From an optimization exercise on the open Yosys and OpenROAD flow, aimed at small area and a short achievable clock period; shortcuts taken in it are not production practice. RTL that was checked went through simulation tests only; none was proved equivalent to the original.

## pluto_spi_stepper
module pluto_spi_stepper(clk, SCK, MOSI, MISO, SSEL, nRESET, out_en, LED, dout, din, step, dir, quadA, quadB, quadZ, up, down);
Size: roughly 1,300 cells after synthesis, roughly 280 flip-flops, roughly 13,000 µm² of cells after synthesis.
==> flow/config.mk <==
export PLATFORM = sky130hd
export DESIGN_NAME = pluto_spi_stepper
export DESIGN_NICKNAME = pluto_spi_stepper
export VERILOG_FILES = /design/flow/design.v
export SDC_FILE = /design/flow/constraint.sdc
export NUM_CORES = 4
export LEC_CHECK = 0
export CAP_MARGIN = 20
export CORE_MARGIN = 2
export CORE_UTILIZATION = 40
export SLEW_MARGIN = 20
==> flow/constraint.sdc <==
create_clock -name core_clock -period 8.0 [get_ports {clk}]
set_input_delay 1.6000 -clock core_clock [delete_from_list [all_inputs] [get_ports {clk}]]
set_output_delay 1.6000 -clock core_clock [all_outputs]
set_load 0.01 [all_outputs]
standard.sh (not shown) runs the stock make flow with config.mk's settings and CLKGATE_MAP_FILE= SYNTH_SCRIPT=/design/flow/synth_recipe.tcl, a recipe that flattens the netlist after the stock synthesis.
==> flow/flow/run.sh <==
#!/bin/bash
# Own layout flow: the standard ORFS flow (synth_recipe.tcl, the same
# yosys passes and flip-flop mapping, so the registers keep the standard
# synthesis's names and cell types), with these changes:
#  - ABC maps the gates with an area-oriented script (flow/abc_area.script)
#    instead of ORFS's speed script, and yosys's full/half-adder extraction
#    (ADDER_MAP_FILE) is left out so that ABC maps the adders as well;
#  - the port buffers are buf_2 cells rather than the delay cells
#    buffer_ports picks by default;
#  - the clock tree clusters up to 22 sinks per leaf buffer.
# Clock period, SDC, floorplan rules, power grid and the rest are the standard flow's.
# Each tool's output goes to a log file in this folder.
set -euo pipefail
W=$PWD
MARGIN=5.3
# synthesis script: the standard flow's own, with abc given our script
{
  echo "proc abc {args} { set i [lsearch \$args -script]; if {\$i >= 0} { lset args [expr {\$i+1}] $W/flow/abc_area.script }; yosys abc {*}\$args }"
  cat synth_recipe.tcl
} > my_synth.tcl
make -C "$FLOW_HOME" DESIGN_CONFIG=$W/config.mk WORK_HOME=$W/orfs CLKGATE_MAP_FILE= ADDER_MAP_FILE= \
  SYNTH_SCRIPT=$W/my_synth.tcl CAP_MARGIN=20 CORE_MARGIN=2 CORE_UTILIZATION=55 SLEW_MARGIN=20 \
  SETUP_SLACK_MARGIN=$MARGIN CTS_CLUSTER_SIZE=22 CTS_CLUSTER_DIAMETER=100 \
  "BUFFER_PORTS_ARGS=-buffer_cell sky130_fd_sc_hd__buf_2" \
  finish > make_finish.log 2>&1
R=$W/orfs/results/$FLOW_PLATFORM/pluto_spi_stepper/base
: # left out here: write the final layout as DEF
==> flow/flow/abc_area.script <==
strash
&get -n
&fraig -x
&put
scorr
dc2
strash
&get -n
&dch -f
&nf -R 20
&put
topo
dnsize -c
The starting point completed with no timing, DRC or antenna violations.
Change:
--- a/flow/design.v
+++ b/flow/design.v
@@ -278,29 +278,25 @@
 wire step0_n, dir0_n;
 wire s1_n, d1_n, s2_n, d2_n;
 stepgen #(W,F,T) s0(clk, rst, stepcnt, pos0, vel0, dirtime, steptime, Spolarity, Spolarity_n, step[0], dir[0], tap, step0_n, dir0_n);
 stepgen #(W,F,T) s1(clk, rst, stepcnt, pos1, vel1, dirtime, steptime, Spolarity, Spolarity_n, step[1], dir[1], tap, s1_n, d1_n);
 stepgen #(W,F,T) s2(clk, rst, stepcnt, pos2, vel2, dirtime, steptime, Spolarity, Spolarity_n, step[2], dir[2], tap, s2_n, d2_n);
 reg LED;
 always @(posedge clk) LED <= step0_n ^ dir0_n;
 wire do_enable_wdt = data_recvd[6] & (spibytecnt == 5'b01001) & byte_received;
 wdt w(clk, rst, do_enable_wdt, cnt_top, out_en);
+wire [15:0] pwm0_w = wr7 ? rword : pwm0;
 wire [10:0] pwmrev_n = {pc[4], pc[5], pc[6], pc[7], pc[8], pc[9], pc[10], pc[3:0]};
-wire act_h = pwm_gt(pwm0[10:0], pwm0[14] ? pwmrev_n : pc);
-wire act_w = pwm_gt(rword[10:0], rword[14] ? pwmrev_n : pc);
-wire up_h = pwm0[12] ^ (~pwm0[15] & act_h);
-wire up_w = rword[12] ^ (~rword[15] & act_w);
-wire down_h = pwm0[13] ^ (pwm0[15] & act_h);
-wire down_w = rword[13] ^ (rword[15] & act_w);
+wire act_n = pwm_gt(pwm0_w[10:0], pwm0_w[14] ? pwmrev_n : pc);
 reg up, down;
 always @(posedge clk) begin
-	up <= ~rst & (wr7 ? up_w : up_h);
-	down <= ~rst & (wr7 ? down_w : down_h);
+	up <= ~rst & (pwm0_w[12] ^ (~pwm0_w[15] & act_n));
+	down <= ~rst & (pwm0_w[13] ^ (pwm0_w[15] & act_n));
 end
 function pwm_gt(input [10:0] a, input [10:0] b);
 	reg [15:0] g, e;
 	reg [7:0] g1, e1;
 	reg [3:0] g2, e2;
 	reg [1:0] g3, e3;
 	integer n;
 	begin
 		g = {5'b0, a & ~b};
Effect: Via count grows by a few percent; worst setup slack gets worse by 0.26 ns; cell count went up slightly; area after synthesis went down slightly; count of clock-buffer cells in the layout rose by 1.
For the second run of this note, only the layout was checked, not whether the RTL still works.

==> separate check: timing with driven ports <==
No port has a modelled driver above. Below, the same layouts with a new extraction and two added sets of constraints. Step 1 sets driving cells, clkbuf_16 on the clock port and buf_2 on the other inputs (assumed; they add their load-dependent delay and slew). Step 2, shift: input delay + t, output delay - t, t = (earliest + latest rising clock arrival at the registers) / 2. This alone moves slack from input paths to output paths. a / b / c = ideal / step 1 / step 2; a / b = the first two.
run	t, ns	slack for setup (ns)	worst setup path at the end	slew at the worst register clock pin (ns)	worst data-port slew with drivers (ns)
the first run	0.542	5.315 / 5.267 / 4.826	input to register	0.10 / 0.10	0.06
the second run	0.544	5.053 / 5.053 / 4.805	input to register	0.10 / 0.10	0.10
After both steps every run listed still meets setup and hold. The setup slack of the first run, which loses most, moves by -0.048 ns with the drivers and by -0.489 ns with both steps.
